From an optimization exercise on the open Yosys and OpenROAD flow, aimed at small area; shortcuts taken in it are not production practice.
Function was checked by simulation only, so behaviour that the tests miss may differ from the original.
No activity file was given, so power comes from the tool's default toggle rates.

==> flow/design.v, too long to show whole: its modules and the start of the top module <==
// module cpu: 976 lines
module cpu(
    input clk,                           
    input RST,                           
    output [23:0] AB,                    
    output sync,                         
    input [7:0] DI,                      
    output reg [7:0] DO,                 
    output WE,                           
    input IRQ,                           
    input NMI,                           
    input RDY,                           
    input debug );
  // ...
==> flow/flow/run.sh <==
#!/bin/bash
# Own layout flow: the standard flow (standard.sh) with these changes in how
# the layout is made:
#  - synthesis maps the logic with an area-oriented ABC script (flow/abc_area.script)
#    instead of ORFS's; the registers are the standard synthesis's
#  - the repair_design after global placement may not use the large drive strengths
#    listed in flow/place_dont_use (later steps, CTS and timing repair, may)
#  - CTS clusters more sinks per buffer and inserts no dummy loads (flow/cts_args)
#  - the port buffers are the smallest buffer cell (flow/buffer_ports_args)
# Each tool's output is in the ORFS logs; make's own output is in standard_flow.log.
set -euo pipefail
W=$PWD
rm -rf "$W/own_scripts"
cp -r "$FLOW_HOME/scripts" "$W/own_scripts"
cp "$W/flow/abc_area.script" "$W/own_scripts/abc_area.script"
# placement repair_design: extra dont_use list
python3 - "$W/own_scripts/resize.tcl" "$W/flow/place_dont_use" <<'PY'
import sys
f, du = sys.argv[1], open(sys.argv[2]).read().split()
t = open(f).read()
old = "set_dont_use $::env(DONT_USE_CELLS)\n"
assert old in t
t = t.replace(old, old + "set_dont_use {%s}\n" % " ".join(du), 1)
open(f, "w").write(t)
PY
export SCRIPTS_DIR="$W/own_scripts"
export CTS_ARGS="$(cat "$W/flow/cts_args")"
export BUFFER_PORTS_ARGS="$(cat "$W/flow/buffer_ports_args")"
bash standard.sh > "$W/standard_flow.log" 2>&1
==> flow/flow/abc_area.script <==
strash
&get -n
&deepsyn -T 120
&put
strash
dch -f
amap
strash
dch -f
amap
strash
dch -f
amap
strash
dch -f
amap
strash
dch -f
amap
strash
dch -f
amap
topo
==> flow/flow/buffer_ports_args <==
-buffer_cell sky130_fd_sc_hd__buf_1
==> flow/flow/cts_args <==
-sink_clustering_enable -repair_clock_nets -dont_use_dummy_load -sink_clustering_size 25 -sink_clustering_max_diameter 80
==> flow/flow/place_dont_use <==
sky130_fd_sc_hd__*_4 sky130_fd_sc_hd__*_8 sky130_fd_sc_hd__*_12 sky130_fd_sc_hd__*_16 sky130_fd_sc_hd__buf_6
==> flow/standard.sh <==
#!/bin/bash
# synth_recipe.tcl (not shown) runs the flow's synth.tcl, then flattens the netlist and writes it again
# the make line also repeats each setting of config.mk as NAME=value (left out here)
make -C /OpenROAD-flow-scripts/flow DESIGN_CONFIG=/design/flow/config.mk WORK_HOME=/design/flow/orfs CLKGATE_MAP_FILE= SYNTH_SCRIPT=/design/flow/synth_recipe.tcl "${@:-finish}"
==> flow/config.mk <==
export PLATFORM = sky130hd
export DESIGN_NAME = cpu
export DESIGN_NICKNAME = cpu
export VERILOG_FILES = /design/flow/design.v
export SDC_FILE = /design/flow/constraint.sdc
export NUM_CORES = 4
export LEC_CHECK = 0
export ABC_AREA = 1
export CAP_MARGIN = 20
export CORE_MARGIN = 2
export CORE_UTILIZATION = 65
export GPL_TIMING_DRIVEN = 0
export SLEW_MARGIN = 20
==> flow/constraint.sdc <==
create_clock -name core_clock -period 14.0 [get_ports {clk}]
set_input_delay 2.8000 -clock core_clock [delete_from_list [all_inputs] [get_ports {clk}]]
set_output_delay 2.8000 -clock core_clock [all_outputs]
set_load 0.01 [all_outputs]
==> results.sh, run 1 <==
export IMPL_h_tree_depth=1
export IMPL_met2_length_um=36800
export IMPL_seq_power_uw=2850
export IMPL_cts_sinks=562
export IMPL_status="finished clean"
export IMPL_required_ns=11.20
export IMPL_cts_tree="yes"
export IMPL_avgSynthCellArea_um2=12.1
export IMPL_cp_buffers_inverters=9
export IMPL_grt_util_met3_pct=8.64
export IMPL_async_reset_ff_share_pct=0
export IMPL_fp_row_count=73
export IMPL_via_per_inst=7.47
export IMPL_fill_cells=2752
export IMPL_p_clk_share_pct=13.9
export IMPL_met1_usage_pct=56.6
export IMPL_drv_cap=0
export IMPL_io_pins=48
export IMPL_wl_met1_um=30200
export IMPL_fin_hold_ws_ns=0.620
export IMPL_grt_pass1_wl_um=123000
export IMPL_clkTransAtPathRegs_ns=0.07
export IMPL_synth_xor_area_share_pct=0.0339
export IMPL_dieArea_um2=41300
export IMPL_antenna_cells=3
export IMPL_path_max_fanout=11
export IMPL_period_share_pct=97.6
export IMPL_yosys_warnings=1
export IMPL_drtAntennaViolNets=0
export IMPL_place_gp_congestion=1.02
export IMPL_worst_slew_pin_slew_ns=1.28
export IMPL_hold_path_depth=2
==> inputs of run 2 (changes only) <==
--- a/flow/design.v
+++ b/flow/design.v
@@ -913,16 +913,41 @@
         c = ci;
         for (k = 0; k < 24; k = k + 1) begin
             radd[k] = a[k] ^ b[k] ^ c;
             c = (a[k] & b[k]) | (c & (a[k] ^ b[k]));
         end
         radd[24] = c;
     end
 endfunction
+function [23:0] pfx_and24;
+    input [23:0] a;
+    integer j, k;
+    reg blk;
+    reg run;
+    begin
+        blk = 1'b1;
+        for (j = 0; j < 6; j = j + 1) begin
+            run = blk;
+            for (k = 0; k < 4; k = k + 1) begin
+                pfx_and24[4*j+k] = run;
+                run = run & a[4*j+k];
+            end
+            blk = blk & (&a[4*j +: 4]);
+        end
+    end
+endfunction
+function [15:0] pfx_and16;
+    input [15:0] a;
+    reg [23:0] p;
+    begin
+        p = pfx_and24({8'hff, a});
+        pfx_and16 = p[15:0];
+    end
+endfunction
 function [23:0] sel8;
     input [191:0] v;
     input [7:0] oh;
     input integer w;
     integer k;
     begin
         sel8 = 24'h0;
         for (k = 0; k < 8; k = k + 1)
@@ -998,18 +1023,21 @@
 wire abl_ci = ab_op[0];
 wire [7:0] abl_a = (ab_op[2:1] == 2'b11) ? XY : base[7:0];
 wire [7:0] abl_b = (ab_op[2:1] == 2'b01) ? XY :
                    ab_op[2]              ? DI : 8'h00;
 wire [8:0] abl_sum = abl_a + abl_b + abl_ci;
 wire [7:0] ABL = abl_sum[7:0];
 wire abh_ci = ab_op[9] & abl_sum[8];
 wire back = (ab_op[9:8] == 2'b11);
-wire [15:0] abh_b = { {15{back}}, back | (ab_op[9:8] == 2'b01) };
-wire [15:0] abh_sum = base[23:8] + abh_b + abh_ci;
+wire abh_inc = (ab_op[9:8] == 2'b01) | (~back & abh_ci);
+wire abh_dec = back & ~abh_ci;
+wire [15:0] abh_all1 = pfx_and16(base[23:8]);
+wire [15:0] abh_all0 = pfx_and16(~base[23:8]);
+wire [15:0] abh_sum = base[23:8] ^ ((abh_all1 & {16{abh_inc}}) | (abh_all0 & {16{abh_dec}}));
 wire [7:0] ABH = abh_sum[7:0];
 wire [7:0] AB3 = abh_sum[15:8];
 assign AB = { AB3, ABH, ABL };
 assign WE = we_op[0] | (we_op[1] & store);
 always @*
     case( do_op )
         DO_PHP: DO = php ? P : alu_out;
         DO_PCL: DO = PCT[7:0];
@@ -1037,17 +1065,18 @@
 wire s_x = sync & (txs | tst);
 wire we_s = s_x | push | pull;
 wire [2:0] s_thr = tst ? TY : T;
 wire [24:0] s_sum = radd(S_r, { {7{push}}, 1'b1 }, 1'b0);
 wire [7:0] sd = s_x ? X_r : s_sum[7:0];
 wire pc_ab = (ab_op[6:5] == 2'b01);
 wire pc_vec = (ab_op[6:5] == 2'b11);
 wire pc_inc = ~(sync & (init_state == THRD));    
-wire [23:0] pc_sum = AB + pc_inc;
+wire [23:0] pc_all1 = pfx_and24(AB);
+wire [23:0] pc_sum = AB ^ (pc_all1 & {24{pc_inc}});
 wire [23:0] pcw = st_thp0 ? { DI, DR, D3 } :
                   pc_vec  ? 24'hfffffd :
                             pc_sum[23:0];
 wire [2:0] pc_thr = st_thp0 ? TY : T;
 wire pc_we = st_thp0 | pc_ab | pc_vec;
 always @(posedge clk)
     if( RST )
         lag <= 1'b0;
==> results.sh, run 2 <==
export IMPL_period_share_pct=97.6
export IMPL_synthCells=2128
export IMPL_critPathLaunchType="flip-flop"
export IMPL_synthTopCellsByCount="edfxtp_1, nor2_1, nand2_1, clkinv_1, o22ai_1"
export IMPL_finalNonFillerCells=2787
export IMPL_totalWireLength_um=81500
export IMPL_synth_area_leaders="edfxtp_1, nor2_1, a222oi_1"
export IMPL_cts_buffer_depth=3
export IMPL_worstSetupEndpointType="primary output"
export IMPL_antenna_cells=0
export IMPL_wire_per_inst_um=29.2
export IMPL_placeableCoreArea_um2=38600
export IMPL_finalMaxSlewViolations=0
export IMPL_layout_commonest_cell="edfxtp_1"
export IMPL_final_nets=2334
export IMPL_crit_arrival_ns=10.87
export IMPL_p_comb_share_pct=36.7
export IMPL_synth_edff_count=528
export IMPL_final_seq_area_um2=16500
export IMPL_drc=0
export IMPL_h_tree_depth=1
export IMPL_track_usage_pct=39.8
export IMPL_cts_hold_buf=0
export IMPL_first_pass_iters=12
export IMPL_setup_viol=0
export IMPL_numCtsBuffers=28
export IMPL_drtIter0Drc=3833
export IMPL_synth_most_common_cell="edfxtp_1"
export IMPL_die_width_um=202
export IMPL_peakVddDrop_mv=0.152
export IMPL_drv_cap=0
export IMPL_cts_tree="yes"
export IMPL_port_buffer_count=43
export IMPL_p_int_uw=3490
export IMPL_syn_nets=2191
export IMPL_grt_ovfl_total=0
export IMPL_worst_slew_pin_slew_ns=1.25
export IMPL_post_place_ws_ns=-0.453
export IMPL_status="finished clean"
export IMPL_root_buffer="clkbuf_16"
export IMPL_yosysUniqueCellTypes=53
export IMPL_grt_pass1_vias=19200
export IMPL_ys_seq_elements=562
export IMPL_fin_util_pct=71.4
export IMPL_yosys_warnings=1
export IMPL_leakage_uw=0.00901
export IMPL_required_ns=11.20
export IMPL_fin_hold_ws_ns=0.606
export IMPL_cts_sinks=562
export IMPL_swShare_pct=39.2
export IMPL_ys_flop_type="edfxtp_1"
export IMPL_place_gp_congestion=1.04
export IMPL_critPathMaxStageDelay_ns=0.59
export IMPL_worst_skew_pair_late_latency_ns=0.60
export IMPL_post_route_min_period_ns=13.67
export IMPL_dieArea_um2=40800
export IMPL_max_freq_ghz=0.0732
export IMPL_via_count=20600
export IMPL_drtAntennaViolNets=0
export IMPL_path_class="flip-flop to primary output"
export IMPL_grt_pass1_wl_um=121000
export IMPL_p_sw_uw=2250
export IMPL_path_max_fanout=14
export IMPL_p_clk_share_pct=14.6
export IMPL_seq_area_frac_synth_pct=64.9
export IMPL_antenna_found_initial=1
export IMPL_drive_gt1_share_pct=6.74
export IMPL_multi_input_comb_area_um2=8540
export IMPL_syn2layout_area_growth_pct=8.31
export IMPL_fin_ws_ns=0.333
export IMPL_crit_path_frequent_cell="fa_1"
export IMPL_initial_core_util_pct=66.0
export IMPL_fin_skew_ns=0.0483
export IMPL_power_density_nw_per_um2=208
export IMPL_largest_register_ffs=192
export IMPL_cp_slowest_cell="nor3_2"
export IMPL_top_register="th.pc"
export IMPL_dp_cells=2752
export IMPL_max_slew_margin_pct=16.0
export IMPL_clkTransAtPathRegs_ns=0.10
export IMPL_min_delay_path_class="flip-flop to flip-flop"
export IMPL_netlist_area_um2=25500
export IMPL_yosys_area_top_type_share_pct=62.2
export IMPL_io_pins=48
export IMPL_fp_row_count=72
export IMPL_place_hpwl_um=59000
export IMPL_async_reset_ff_share_pct=0
export IMPL_synth_top_area_cell="edfxtp_1"
export IMPL_p_seq_share_pct=48.6
export IMPL_finalHoldViolCount=0
export IMPL_avgSynthCellArea_um2=12.0
export IMPL_final_cell_mix="edfxtp_1, nor2_1, nand2_1"
export IMPL_die_height_um=202
export IMPL_fill_cells=2647
export IMPL_via_per_inst=7.40
export IMPL_grt_start_max_net_pins=38
-- run 2: cell count changes after synthesis, sizes merged, moves of 15 or more --
cell,change
nor2,+38
o22ai,+23
nor3,-19
ha,-15
nand2,+26
clkinv,-16
-- run 2: cell type report --
class,instances,share of cell area (%)
Clock buffer,28,2.54
Inverter,174,2.40
Multi-Input combinational cell,1392,30.9
Sequential cell,562,59.9
Tap cell,518,2.35
Timing Repair Buffer,113,1.91
-- run 2: kinds of logic (layout without fill, tap and decap cells) --
group,after synthesis,in the layout,synth area share (%)
simple gates,682,682,11.1
flops,562,562,64.9
compound gates,661,661,18.6
fa+ha+maj,49,49,2.88
buf+inv,174,315,2.56
-- run 2: power by group through the flow --
stage	logic [µW]	clock network, µW	registers, µW
3_3_place_gp	1910	0	2800
4_1_cts	2000	835	2780
6_report	2110	839	2790
3_5_place_dp	1990	0	2810
2_1_floorplan	1280	0	2710
5_1_grt	2260	883	2820
-- run 2: final timing paths --
kind | from | end | slack, ns | cells past startpoint
max | state[1] | DO[7] | 0.33 | 30
min | th[7].y[0] | T[0] | 0.61 | 2
max reg2reg | state[1] | th[3].pc[23] | 2.57 | 51
min reg2reg | th[7].y[0] | T[0] | 0.61 | 2
-- run 2: stage by stage --
step                power [µW]  TNS, ns  cell area [µm²]
finish                    5730        0            27600
global route              5970  -0.0371            27600
CTS                       5610        0            27500
detailed placement        4800    -1.27            26800
global placement          4710   -15.50            26300
floorplan                 4000        0            25500
-- run 2: repair_timing --
item / in CTS / in global routing
setup endpoints to repair: 7 / 10
hold endpoints to repair: 0 / 0
gates cloned: 0 / 0
buffers inserted: 0 / 6
resized for setup: 5 / 16
-- run 2: metal layers --
metal | GRT usage, % | routed length, µm | vias up | share of wire, %
met3 | 9.92 | 12300 | 287 | 15
met2 | 60.4 | 36000 | 1760 | 44
met4 | 16.4 | 4070 | 2 | 5.0
li1 | - | - | 8745 | -
met1 | 55.5 | 29100 | 9825 | 36
met5 | 0 | 13 | - | 0.016
-- run 2: critical path: cells and delay by family, from the launching register on --
kind,cells,cell delay [ns]
and+or+nand+nor,8,2.53
DFF,1,0.44
buffers and inverters,7,1.51
adders and majority gates,9,3.85
AOI/OAI and AO/OA,6,1.93
==> inputs of run 3 (changes only) <==
--- a/flow/config.mk
+++ b/flow/config.mk
@@ -9,5 +9,5 @@
 export CAP_MARGIN = 20
 export CORE_MARGIN = 2
-export CORE_UTILIZATION = 65
+export CORE_UTILIZATION = 75
 export GPL_TIMING_DRIVEN = 0
 export SLEW_MARGIN = 20
==> results.sh, run 3 <==
export IMPL_status="aborted with a tool error"
export IMPL_stop_stage="global routing"
export IMPL_run_stop_error="[ERROR GRT-0232] Routing congestion too high. Check the congestion heatmap in the GUI."
export IMPL_place_hpwl_um=62600
export IMPL_ys_flop_type="edfxtp_1"
export IMPL_crit_endpoint="AB[23]"
export IMPL_netlist_area_um2=25500
export IMPL_die_width_um=189
export IMPL_fp_row_count=67
export IMPL_seq_area_frac_synth_pct=64.7
export IMPL_cts_sinks=562
export IMPL_synth_fa_ha_area_share_pct=2.87
export IMPL_track_usage_pct=70.2
export IMPL_worst_ep_kind="primary output"
export IMPL_numCtsBuffers=29
export IMPL_cts_buffer_depth=3
export IMPL_synthTopCellsByCount="edfxtp_1, nor2_1, clkinv_1, nand2_1, o22ai_1"
export IMPL_h_tree_depth=1
export IMPL_die_height_um=189
export IMPL_grt_start_max_net_pins=41
export IMPL_grt_ovfl_total=8
export IMPL_root_buffer="clkbuf_16"
export IMPL_place_gp_congestion=1.03
export IMPL_yosysUniqueCellTypes=51
export IMPL_yosys_area_top_type_share_pct=62.1
export IMPL_initial_core_util_pct=76.2
export IMPL_synth_area_leaders="edfxtp_1, nor2_1, a222oi_1"
export IMPL_synth_top_area_cell="edfxtp_1"
export IMPL_yosys_warnings=1
export IMPL_port_buffer_count=43
export IMPL_synthCells=2136
export IMPL_post_place_ws_ns=-0.308
export IMPL_synth_top_family_by_area="compound AO/OA/AOI/OAI gates"
export IMPL_ys_seq_elements=562
export IMPL_synthMuxAreaShare_pct=0
export IMPL_io_pins=48
export IMPL_synth_most_common_cell="edfxtp_1"
export IMPL_synthSimpleGateAreaFrac_pct=10.9
export IMPL_cts_hold_buf=0
export IMPL_synth_xor_area_share_pct=0
export IMPL_avgSynthCellArea_um2=12.0
export IMPL_async_reset_ff_share_pct=0
export IMPL_synth_compound_gate_area_share_pct=18.6
export IMPL_syn_nets=2199
export IMPL_postCtsSetupBuffers=0
export IMPL_synth_edff_count=528
run 3: repair_timing:
item / 4_1_cts
endpoints found under the setup margin: 10
pin swaps: 3
gates resized for setup: 27
run 3: cell families after synthesis:
kind of cell,Yosys count
AND/OR/NAND/NOR,668
flip-flops,562
adder cells (fa/ha/maj),49
AO/OA/AOI/OAI,664
buffers and inverters,193
run 3: metal layers:
| metal | GRT overflow | track usage [%] |
|---|---|---|
| met1 | 0 | 72.5 |
| met2 | 1 | 86.1 |
| met3 | 4 | 58.3 |
| met4 | 3 | 59.7 |
| met5 | 0 | 27.2 |
run 3: per-stage QoR:
step	cells	cell area (µm²)	utilization, %	power, µW	hold WS [ns]
2_1_floorplan	2136	25500	-	4370	0.486
3_3_place_gp	2627	26300	78.3	5190	0.503
3_5_place_dp	2680	26700	79.6	5440	0.525
4_1_cts	2709	27500	82.1	6400	0.540
run 3: how the worst max path moves through the flow:
stage and to:
3_5_place_dp AB[23], 3_3_place_gp DO[7], 4_1_cts AB[23], 2_1_floorplan DO[7]
run 3: power groups by stage:
| stage | registers [µW] | clock network, µW | logic (µW) |
|---|---|---|---|
| after floorplan | 2820 | 0 | 1550 |
| after global placement | 2910 | 0 | 2290 |
| after detailed placement | 2950 | 0 | 2490 |
| after CTS | 2950 | 857 | 2590 |

## static timing again, ports no longer ideal
How much do the figures lean on ideal ports? The routed layouts below were timed once more, with nothing changed but the port constraints. Step 1: set_driving_cell puts a clkbuf_16 on clk and a buf_2 on each other input, an assumption about the parent block. Step 2, shift: input delay + t, output delay - t, t = (earliest + latest rising clock arrival at the registers) / 2. This alone moves slack from input paths to output paths. Three values: ideal, step 1, step 2; two values: the first two.
run | t (ns) | setup WS [ns] | slew at the worst register clock pin (ns)
run 1 | 0.654 | 0.330 / 0.279 / 0.305 | 0.10 / 0.10
run 2 | 0.641 | 0.333 / 0.272 / 0.803 | 0.10 / 0.10
After both steps setup and hold are still met in every run listed. The setup slack of run 1, which loses most, moves by -0.051 ns with the drivers and by -0.025 ns with both steps.
